Context: an optimization exercise on an open-source flow, tuned for small area and a short achievable clock period. The choices shown serve that exercise and are no tape-out recipe.
RTL that was checked went through simulation tests only; none was proved equivalent to the original.
Power figures rest on the tool's default switching activity, not on a simulated workload.

==> module filter, before the edit <==
module filter
  #(
    parameter WIDTH = 32,
    parameter MWIDTH = 1,
    parameter FLTLEN = 8,
    parameter ID = 123
    )
   (
    input wire                   clk,
    input wire                   rst_n,
    input wire [WIDTH-1:0]       in_data,
    input wire                   in_nd,
    input wire [MWIDTH-1:0]      in_m,
    input wire [32-1:0]  in_msg,
    input wire                   in_msg_nd,
    output wire [WIDTH-1:0]      out_data,
    output wire                  out_nd,
    output wire [MWIDTH-1:0]     out_m,
    output wire                  error
    );
   integer j;
   reg [1:0] g;
   always @(posedge clk)
     if (!rst_n)
       g <= 2'd0;
     else
       g <= g + 2'd1;
   wire last = (g == 2'd3);
   reg [2:0]   which_pos;
   reg         setting_taps;
   reg         tap_set_error;
   assign error = tap_set_error;
   wire hdr    = in_msg[32-1];
   wire our_id = (in_msg[16:7] == ID);
   always @(posedge clk)
     if (!rst_n) begin
        setting_taps <= 1'b0;
        tap_set_error <= 1'b0;
     end else if (in_msg_nd) begin
        if (hdr) begin
           if (setting_taps)
             tap_set_error <= 1'b1;
           if (our_id) begin
              which_pos <= 3'd0;
              setting_taps <= 1'b1;
           end
        end else if (setting_taps) begin
           if (which_pos == 3'd7) begin
              which_pos <= 3'd0;
              setting_taps <= 1'b0;
           end else
             which_pos <= which_pos + 3'd1;
        end
     end
   reg [15:0]  tr [0:7];
   reg [7:0]   tv;
   wire [2:0]  wslot = which_pos - {g, 1'b0} - 3'd2;
   wire        twr = in_msg_nd & setting_taps;
   reg [15:0]  tr_d [0:7];
   reg [7:0]   tv_d;
   always @* begin
      for (j = 0; j < 8; j = j + 1) begin
         tr_d[j] = (twr && wslot == j) ? in_msg[15:0] : tr[(j+2)%8];
         tv_d[j] = rst_n & ((twr && wslot == j) | tv[(j+2)%8]);
      end
   end
   always @(posedge clk)
     for (j = 0; j < 8; j = j + 1)
       tr[j] <= tr_d[j];
   always @(posedge clk)
     tv <= tv_d;
   reg [31:0]  inbuf;
   reg         mbuf;
   reg         pending;
   always @(posedge clk)
     if (in_nd) begin
        inbuf <= in_data;
        mbuf <= in_m;
     end
   always @(posedge clk)
     if (!rst_n)
       pending <= 1'b0;
     else
       pending <= in_nd | (pending & ~last);
   wire ins = pending & last;
   reg [31:0]  hr [0:7];
   reg [7:0]   hv;
   always @(posedge clk)
     if (ins) begin
        hr[0] <= inbuf;
        for (j = 1; j < 8; j = j + 1)
          hr[j] <= hr[(j+1)%8];
     end else
       for (j = 0; j < 8; j = j + 1)
         hr[j] <= hr[(j+2)%8];
   wire [7:0]  hv_d = !rst_n ? 8'd0 :
                      ins ? ({hv[0], hv[7:1]} | 8'd1) : {hv[1:0], hv[7:2]};
   always @(posedge clk)
     hv <= hv_d;
   reg [6:0]   q;
   always @(posedge clk)
     if (!rst_n)
       q <= 7'd0;
     else
       q <= {q[5:0], ins};
   assign out_nd = q[6];
   reg mframe, mout;
   always @(posedge clk)
     if (last) begin
        mout <= mframe;
        if (pending)
          mframe <= mbuf;
     end
   assign out_m = mout;
   wire [15:0] ta_d = tr[2] & {16{tv[2] & hv_d[0]}};
   wire [15:0] tb_d = tr[3] & {16{tv[3] & hv_d[1]}};
   wire [23:0] da_d, db_d;
   recode rca (.y(ta_d), .d(da_d));
   recode rcb (.y(tb_d), .d(db_d));
   reg [23:0]  da, db;
   always @(posedge clk) begin
      da <= da_d;
      db <= db_d;
   end
   localparam K = 8;             
   localparam W = 14 - K;
   wire [15:0]  ra0, ra1, rb0, rb1, ia0, ia1, ib0, ib1;
   wire         rag, rbg, iag, ibg;
   wire [W-1:0] ral0, ral1, rbl0, rbl1, ial0, ial1, ibl0, ibl1;
   multiply mra (.x(hr[0][31:16]), .d(da), .z0(ra0), .z1(ra1), .zg(rag), .zl0(ral0), .zl1(ral1));
   multiply mrb (.x(hr[1][31:16]), .d(db), .z0(rb0), .z1(rb1), .zg(rbg), .zl0(rbl0), .zl1(rbl1));
   multiply mia (.x(hr[0][15:0]),  .d(da), .z0(ia0), .z1(ia1), .zg(iag), .zl0(ial0), .zl1(ial1));
   multiply mib (.x(hr[1][15:0]),  .d(db), .z0(ib0), .z1(ib1), .zg(ibg), .zl0(ibl0), .zl1(ibl1));
   reg [15:0]  pra0, pra1, prb0, prb1, pia0, pia1, pib0, pib1;
   reg         prag, prbg, piag, pibg;
   reg [W-1:0] pral0, pral1, prbl0, prbl1, pial0, pial1, pibl0, pibl1;
   always @(posedge clk) begin
      pra0 <= ra0; pra1 <= ra1; prag <= rag; pral0 <= ral0; pral1 <= ral1;
      prb0 <= rb0; prb1 <= rb1; prbg <= rbg; prbl0 <= rbl0; prbl1 <= rbl1;
      pia0 <= ia0; pia1 <= ia1; piag <= iag; pial0 <= ial0; pial1 <= ial1;
      pib0 <= ib0; pib1 <= ib1; pibg <= ibg; pibl0 <= ibl0; pibl1 <= ibl1;
   end
   wire [15:0] acc_re, acc_im;
   summult sre (.clk(clk), .first(q[1]),
                .a0(pra0), .a1(pra1), .ag(prag), .al0(pral0), .al1(pral1),
                .b0(prb0), .b1(prb1), .bg(prbg), .bl0(prbl0), .bl1(prbl1),
                .sum(acc_re));
   summult sim (.clk(clk), .first(q[1]),
                .a0(pia0), .a1(pia1), .ag(piag), .al0(pial0), .al1(pial1),
                .b0(pib0), .b1(pib1), .bg(pibg), .bl0(pibl0), .bl1(pibl1),
                .sum(acc_im));
   assign out_data = {acc_re, acc_im};
endmodule
export LEC_CHECK = 0
export CAP_MARGIN = 20
export CORE_MARGIN = 2
export CORE_UTILIZATION = 40
export SLEW_MARGIN = 20
create_clock -name core_clock -period 10.0 [get_ports {clk}]
standard.sh (not shown) runs the stock make flow with config.mk's settings and CLKGATE_MAP_FILE= SYNTH_SCRIPT=/design/flow/synth_recipe.tcl, a recipe that flattens the netlist after the stock synthesis.
==> flow/flow/run.sh <==
#!/bin/bash
# Standard layout, with timing repair aiming past the 10 ns constraint and
# regular buffers on the ports. Each tool's log stays under orfs/logs/.
set -euo pipefail
bash standard.sh SETUP_SLACK_MARGIN=6.5 "BUFFER_PORTS_ARGS=-buffer_cell sky130_fd_sc_hd__buf_2" finish > make_finish.log 2>&1
Change:
--- a/flow/design.v
+++ b/flow/design.v
@@ -601,19 +601,23 @@
      if (!rst_n)
        pending <= 1'b0;
      else
        pending <= in_nd | (pending & ~last);
-   wire ins = pending & last;
+   reg ins, ins_n;
+   wire ins_d = rst_n & (g == 2'd2) & (in_nd | pending);
+   always @(posedge clk) begin
+      ins <= ins_d;
+      ins_n <= ~ins_d;
+   end
    reg [31:0]  hr [0:7];
    reg [7:0]   hv;
-   always @(posedge clk)
-     if (ins) begin
-        hr[0] <= inbuf;
-        for (j = 1; j < 8; j = j + 1)
-          hr[j] <= hr[(j+1)%8];
-     end else
-       for (j = 0; j < 8; j = j + 1)
-         hr[j] <= hr[(j+2)%8];
+   always @(posedge clk) begin
+      hr[0] <= ins ? inbuf : hr[2];
+      for (j = 1; j < 4; j = j + 1)
+        hr[j] <= ins ? hr[j+1] : hr[j+2];
+      for (j = 4; j < 8; j = j + 1)
+        hr[j] <= !ins_n ? hr[(j+1)%8] : hr[(j+2)%8];
+   end
    wire [7:0]  hv_d = !rst_n ? 8'd0 :
                       ins ? ({hv[0], hv[7:1]} | 8'd1) : {hv[1:0], hv[7:2]};
    always @(posedge clk)
      hv <= hv_d;
@@ -623,8 +627,11 @@
        q <= 7'd0;
      else
        q <= {q[5:0], ins};
    assign out_nd = q[6];
+   reg first_n;
+   always @(posedge clk)
+     first_n <= ~(rst_n & q[0]);
    reg mframe, mout;
    always @(posedge clk)
      if (last) begin
         mout <= mframe;
@@ -636,22 +643,24 @@
    wire [15:0] tb_d = tr[3] & {16{tv[3] & hv_d[1]}};
    wire [23:0] da_d, db_d;
    recode rca (.y(ta_d), .d(da_d));
    recode rcb (.y(tb_d), .d(db_d));
-   reg [23:0]  da, db;
+   reg [23:0]  da, db, da_n, db_n;
    always @(posedge clk) begin
       da <= da_d;
       db <= db_d;
+      da_n <= ~da_d;
+      db_n <= ~db_d;
    end
    localparam K = 8;             
    localparam W = 14 - K;
    wire [15:0]  ra0, ra1, rb0, rb1, ia0, ia1, ib0, ib1;
    wire         rag, rbg, iag, ibg;
    wire [W-1:0] ral0, ral1, rbl0, rbl1, ial0, ial1, ibl0, ibl1;
    multiply mra (.x(hr[0][31:16]), .d(da), .z0(ra0), .z1(ra1), .zg(rag), .zl0(ral0), .zl1(ral1));
    multiply mrb (.x(hr[1][31:16]), .d(db), .z0(rb0), .z1(rb1), .zg(rbg), .zl0(rbl0), .zl1(rbl1));
-   multiply mia (.x(hr[0][15:0]),  .d(da), .z0(ia0), .z1(ia1), .zg(iag), .zl0(ial0), .zl1(ial1));
-   multiply mib (.x(hr[1][15:0]),  .d(db), .z0(ib0), .z1(ib1), .zg(ibg), .zl0(ibl0), .zl1(ibl1));
+   multiply mia (.x(hr[0][15:0]),  .d(~da_n), .z0(ia0), .z1(ia1), .zg(iag), .zl0(ial0), .zl1(ial1));
+   multiply mib (.x(hr[1][15:0]),  .d(~db_n), .z0(ib0), .z1(ib1), .zg(ibg), .zl0(ibl0), .zl1(ibl1));
    reg [15:0]  pra0, pra1, prb0, prb1, pia0, pia1, pib0, pib1;
    reg         prag, prbg, piag, pibg;
    reg [W-1:0] pral0, pral1, prbl0, prbl1, pial0, pial1, pibl0, pibl1;
    always @(posedge clk) begin
@@ -664,9 +673,9 @@
    summult sre (.clk(clk), .first(q[1]),
                 .a0(pra0), .a1(pra1), .ag(prag), .al0(pral0), .al1(pral1),
                 .b0(prb0), .b1(prb1), .bg(prbg), .bl0(prbl0), .bl1(prbl1),
                 .sum(acc_re));
-   summult sim (.clk(clk), .first(q[1]),
+   summult sim (.clk(clk), .first(~first_n),
                 .a0(pia0), .a1(pia1), .ag(piag), .al0(pial0), .al1(pial1),
                 .b0(pib0), .b1(pib1), .bg(pibg), .bl0(pibl0), .bl1(pibl1),
                 .sum(acc_im));
    assign out_data = {acc_re, acc_im};
=> Global-route usage goes down by 1.5 points; sequential share of layout area is higher by 1.4 points; setup slack gains 18 ps; final area came out higher by 2.1%; final cell count is lower by 5.4%.
For the second run of this note, only the layout was checked, not whether the RTL still works.

========
rev 12:
filter with an RTL version that a note above also has.
For scale: ~4,300 cells after synthesis, roughly 820 flip-flops, ~100 I/O pins.
## filter
module filter
  #(
    parameter WIDTH = 32,
    parameter MWIDTH = 1,
    parameter FLTLEN = 8,
    parameter ID = 123
    )
   (
    input wire                   clk,
    input wire                   rst_n,
    input wire [WIDTH-1:0]       in_data,
    input wire                   in_nd,
    input wire [MWIDTH-1:0]      in_m,
    input wire [32-1:0]  in_msg,
    input wire                   in_msg_nd,
    output wire [WIDTH-1:0]      out_data,
    output wire                  out_nd,
    output wire [MWIDTH-1:0]     out_m,
    output wire                  error
    );
==> module filter, before the edit <==
module filter
  #(
    parameter WIDTH = 32,
    parameter MWIDTH = 1,
    parameter FLTLEN = 8,
    parameter ID = 123
    )
   (
    input wire                   clk,
    input wire                   rst_n,
    input wire [WIDTH-1:0]       in_data,
    input wire                   in_nd,
    input wire [MWIDTH-1:0]      in_m,
    input wire [32-1:0]  in_msg,
    input wire                   in_msg_nd,
    output wire [WIDTH-1:0]      out_data,
    output wire                  out_nd,
    output wire [MWIDTH-1:0]     out_m,
    output wire                  error
    );
   integer j;
   reg [1:0] g;
   always @(posedge clk)
     if (!rst_n)
       g <= 2'd0;
     else
       g <= g + 2'd1;
   wire last = (g == 2'd3);
   reg [2:0]   which_pos;
   reg         setting_taps;
   reg         tap_set_error;
   assign error = tap_set_error;
   wire hdr    = in_msg[32-1];
   wire our_id = (in_msg[16:7] == ID);
   always @(posedge clk)
     if (!rst_n) begin
        setting_taps <= 1'b0;
        tap_set_error <= 1'b0;
     end else if (in_msg_nd) begin
        if (hdr) begin
           if (setting_taps)
             tap_set_error <= 1'b1;
           if (our_id) begin
              which_pos <= 3'd0;
              setting_taps <= 1'b1;
           end
        end else if (setting_taps) begin
           if (which_pos == 3'd7) begin
              which_pos <= 3'd0;
              setting_taps <= 1'b0;
           end else
             which_pos <= which_pos + 3'd1;
        end
     end
   reg [15:0]  tr [0:7];
   reg [7:0]   tv;
   wire [2:0]  wslot = which_pos - {g, 1'b0} - 3'd2;
   wire        twr = in_msg_nd & setting_taps;
   reg [15:0]  tr_d [0:7];
   reg [7:0]   tv_d;
   always @* begin
      for (j = 0; j < 8; j = j + 1) begin
         tr_d[j] = (twr && wslot == j) ? in_msg[15:0] : tr[(j+2)%8];
         tv_d[j] = rst_n & ((twr && wslot == j) | tv[(j+2)%8]);
      end
   end
   always @(posedge clk)
     for (j = 0; j < 8; j = j + 1)
       tr[j] <= tr_d[j];
   always @(posedge clk)
     tv <= tv_d;
   reg [31:0]  inbuf;
   reg         mbuf;
   reg         pending;
   always @(posedge clk)
     if (in_nd) begin
        inbuf <= in_data;
        mbuf <= in_m;
     end
   always @(posedge clk)
     if (!rst_n)
       pending <= 1'b0;
     else
       pending <= in_nd | (pending & ~last);
   reg ins, ins_n;
   wire ins_d = rst_n & (g == 2'd2) & (in_nd | pending);
   always @(posedge clk) begin
      ins <= ins_d;
      ins_n <= ~ins_d;
   end
   reg [31:0]  hr [0:7];
   reg [7:0]   hv;
   always @(posedge clk) begin
      hr[0] <= ins ? inbuf : hr[2];
      for (j = 1; j < 4; j = j + 1)
        hr[j] <= ins ? hr[j+1] : hr[j+2];
      for (j = 4; j < 8; j = j + 1)
        hr[j] <= !ins_n ? hr[(j+1)%8] : hr[(j+2)%8];
   end
   wire [7:0]  hv_d = !rst_n ? 8'd0 :
                      ins ? ({hv[0], hv[7:1]} | 8'd1) : {hv[1:0], hv[7:2]};
   always @(posedge clk)
     hv <= hv_d;
   reg [6:0]   q;
   always @(posedge clk)
     if (!rst_n)
       q <= 7'd0;
     else
       q <= {q[5:0], ins};
   assign out_nd = q[6];
   reg first_n;
   always @(posedge clk)
     first_n <= ~(rst_n & q[0]);
   reg mframe, mout;
   always @(posedge clk)
     if (last) begin
        mout <= mframe;
        if (pending)
          mframe <= mbuf;
     end
   assign out_m = mout;
   wire [15:0] ta_d = tr[2] & {16{tv[2] & hv_d[0]}};
   wire [15:0] tb_d = tr[3] & {16{tv[3] & hv_d[1]}};
   wire [23:0] da_d, db_d;
   recode rca (.y(ta_d), .d(da_d));
   recode rcb (.y(tb_d), .d(db_d));
   reg [23:0]  da, db, da_n, db_n;
   always @(posedge clk) begin
      da <= da_d;
      db <= db_d;
      da_n <= ~da_d;
      db_n <= ~db_d;
   end
   localparam K = 8;             
   localparam W = 14 - K;
   wire [15:0]  ra0, ra1, rb0, rb1, ia0, ia1, ib0, ib1;
   wire         rag, rbg, iag, ibg;
   wire [W-1:0] ral0, ral1, rbl0, rbl1, ial0, ial1, ibl0, ibl1;
   multiply mra (.x(hr[0][31:16]), .d(da), .z0(ra0), .z1(ra1), .zg(rag), .zl0(ral0), .zl1(ral1));
   multiply mrb (.x(hr[1][31:16]), .d(db), .z0(rb0), .z1(rb1), .zg(rbg), .zl0(rbl0), .zl1(rbl1));
   multiply mia (.x(hr[0][15:0]),  .d(~da_n), .z0(ia0), .z1(ia1), .zg(iag), .zl0(ial0), .zl1(ial1));
   multiply mib (.x(hr[1][15:0]),  .d(~db_n), .z0(ib0), .z1(ib1), .zg(ibg), .zl0(ibl0), .zl1(ibl1));
   reg [15:0]  pra0, pra1, prb0, prb1, pia0, pia1, pib0, pib1;
   reg         prag, prbg, piag, pibg;
   reg [W-1:0] pral0, pral1, prbl0, prbl1, pial0, pial1, pibl0, pibl1;
   always @(posedge clk) begin
      pra0 <= ra0; pra1 <= ra1; prag <= rag; pral0 <= ral0; pral1 <= ral1;
      prb0 <= rb0; prb1 <= rb1; prbg <= rbg; prbl0 <= rbl0; prbl1 <= rbl1;
      pia0 <= ia0; pia1 <= ia1; piag <= iag; pial0 <= ial0; pial1 <= ial1;
      pib0 <= ib0; pib1 <= ib1; pibg <= ibg; pibl0 <= ibl0; pibl1 <= ibl1;
   end
   wire [15:0] acc_re, acc_im;
   summult sre (.clk(clk), .first(q[1]),
                .a0(pra0), .a1(pra1), .ag(prag), .al0(pral0), .al1(pral1),
                .b0(prb0), .b1(prb1), .bg(prbg), .bl0(prbl0), .bl1(prbl1),
                .sum(acc_re));
   summult sim (.clk(clk), .first(~first_n),
                .a0(pia0), .a1(pia1), .ag(piag), .al0(pial0), .al1(pial1),
                .b0(pib0), .b1(pib1), .bg(pibg), .bl0(pibl0), .bl1(pibl1),
                .sum(acc_im));
   assign out_data = {acc_re, acc_im};
endmodule
export LEC_CHECK = 0
export CAP_MARGIN = 20
export CORE_MARGIN = 2
export CORE_UTILIZATION = 40
export SLEW_MARGIN = 20
create_clock -name core_clock -period 10.0 [get_ports {clk}]
==> flow/flow/run.sh <==
#!/bin/bash
# Standard layout, with timing repair aiming past the 10 ns constraint and
# regular buffers on the ports. Each tool's log stays under orfs/logs/.
set -euo pipefail
bash standard.sh SETUP_SLACK_MARGIN=6.8 "BUFFER_PORTS_ARGS=-buffer_cell sky130_fd_sc_hd__buf_2" finish > make_finish.log 2>&1
The inputs of rev 13 differ from those of rev 12 as listed below.
--- a/flow/design.v
+++ b/flow/design.v
@@ -602,21 +602,17 @@
        pending <= 1'b0;
      else
        pending <= in_nd | (pending & ~last);
-   reg ins, ins_n;
-   wire ins_d = rst_n & (g == 2'd2) & (in_nd | pending);
-   always @(posedge clk) begin
-      ins <= ins_d;
-      ins_n <= ~ins_d;
-   end
+   wire ins = pending & last;
    reg [31:0]  hr [0:7];
    reg [7:0]   hv;
-   always @(posedge clk) begin
-      hr[0] <= ins ? inbuf : hr[2];
-      for (j = 1; j < 4; j = j + 1)
-        hr[j] <= ins ? hr[j+1] : hr[j+2];
-      for (j = 4; j < 8; j = j + 1)
-        hr[j] <= !ins_n ? hr[(j+1)%8] : hr[(j+2)%8];
-   end
+   always @(posedge clk)
+     if (ins) begin
+        hr[0] <= inbuf;
+        for (j = 1; j < 8; j = j + 1)
+          hr[j] <= hr[(j+1)%8];
+     end else
+       for (j = 0; j < 8; j = j + 1)
+         hr[j] <= hr[(j+2)%8];
    wire [7:0]  hv_d = !rst_n ? 8'd0 :
                       ins ? ({hv[0], hv[7:1]} | 8'd1) : {hv[1:0], hv[7:2]};
    always @(posedge clk)
@@ -628,9 +624,6 @@
      else
        q <= {q[5:0], ins};
    assign out_nd = q[6];
-   reg first_n;
-   always @(posedge clk)
-     first_n <= ~(rst_n & q[0]);
    reg mframe, mout;
    always @(posedge clk)
      if (last) begin
@@ -644,12 +637,10 @@
    wire [23:0] da_d, db_d;
    recode rca (.y(ta_d), .d(da_d));
    recode rcb (.y(tb_d), .d(db_d));
-   reg [23:0]  da, db, da_n, db_n;
+   reg [23:0]  da, db;
    always @(posedge clk) begin
       da <= da_d;
       db <= db_d;
-      da_n <= ~da_d;
-      db_n <= ~db_d;
    end
    localparam K = 8;             
    localparam W = 14 - K;
@@ -658,8 +649,8 @@
    wire [W-1:0] ral0, ral1, rbl0, rbl1, ial0, ial1, ibl0, ibl1;
    multiply mra (.x(hr[0][31:16]), .d(da), .z0(ra0), .z1(ra1), .zg(rag), .zl0(ral0), .zl1(ral1));
    multiply mrb (.x(hr[1][31:16]), .d(db), .z0(rb0), .z1(rb1), .zg(rbg), .zl0(rbl0), .zl1(rbl1));
-   multiply mia (.x(hr[0][15:0]),  .d(~da_n), .z0(ia0), .z1(ia1), .zg(iag), .zl0(ial0), .zl1(ial1));
-   multiply mib (.x(hr[1][15:0]),  .d(~db_n), .z0(ib0), .z1(ib1), .zg(ibg), .zl0(ibl0), .zl1(ibl1));
+   multiply mia (.x(hr[0][15:0]),  .d(da), .z0(ia0), .z1(ia1), .zg(iag), .zl0(ial0), .zl1(ial1));
+   multiply mib (.x(hr[1][15:0]),  .d(db), .z0(ib0), .z1(ib1), .zg(ibg), .zl0(ibl0), .zl1(ibl1));
    reg [15:0]  pra0, pra1, prb0, prb1, pia0, pia1, pib0, pib1;
    reg         prag, prbg, piag, pibg;
    reg [W-1:0] pral0, pral1, prbl0, prbl1, pial0, pial1, pibl0, pibl1;
@@ -674,7 +665,7 @@
                 .a0(pra0), .a1(pra1), .ag(prag), .al0(pral0), .al1(pral1),
                 .b0(prb0), .b1(prb1), .bg(prbg), .bl0(prbl0), .bl1(prbl1),
                 .sum(acc_re));
-   summult sim (.clk(clk), .first(~first_n),
+   summult sim (.clk(clk), .first(q[1]),
                 .a0(pia0), .a1(pia1), .ag(piag), .al0(pial0), .al1(pial1),
                 .b0(pib0), .b1(pib1), .bg(pibg), .bl0(pibl0), .bl1(pibl1),
                 .sum(acc_im));
Findings:
- Rev 13 vs rev 12: worst setup slack down
- The portion of total power attributed to the clock network in rev 13 was higher than what rev 12 gave.
- Rev 13 vs rev 12 on worst hold slack: rev 13 is the lower one.
- NOTE: share of the final layout cell area in sequential cells in rev 13 falls short of that of rev 12
- Cmp rev 13 vs rev 12: arrival time of data at the critical path endpoint higher in rev 13
- Cell area of rev 13 falls short of that of rev 12 slightly.
- Looking only at leakage power figure, and setting everything else aside, the higher value of rev 12 and rev 13 goes to rev 13.
- Compared with rev 12, rev 13 shows a lower net switching power of the design.
Function not checked in rev 12: the RTL went through the layout flow alone.

static timing again, ports no longer ideal:
The flow's constraints put no driver on any port. The routed layouts listed below were extracted and timed again, unchanged, in two steps. Step 1 (the two cells are an assumption about what drives the block):
set clk [get_ports {clk}]
set_driving_cell -lib_cell sky130_fd_sc_hd__clkbuf_16 $clk
set_driving_cell -lib_cell sky130_fd_sc_hd__buf_2 [delete_from_list [all_inputs] $clk]
Step 2 times the ports against the registers' clock, not the clock port: input delays grow and output delays shrink by t, the midpoint of the rising clock arrivals with the driver on. Three values: no drivers, after step 1, after step 2; two values: the first two.
run | shift t [ns] | setup WS [ns] | hold slack, ns
the first run of note 1 | 0.748 | 6.578 / 6.578 / 6.342 | 0.377 / 0.377 / 0.377
the second run of note 1 | 0.729 | 6.596 / 6.596 / 6.079 | 0.422 / 0.422 / 0.422
rev 12 | 0.734 | 6.781 / 6.759 / 6.255 | 0.421 / 0.421 / 0.421
rev 13 | 0.756 | 6.742 / 6.680 / 6.293 | 0.384 / 0.384 / 0.384
After both steps setup and hold are still met in every run listed. The setup slack of rev 12, which loses most, moves by -0.022 ns with the drivers and by -0.526 ns with both steps.
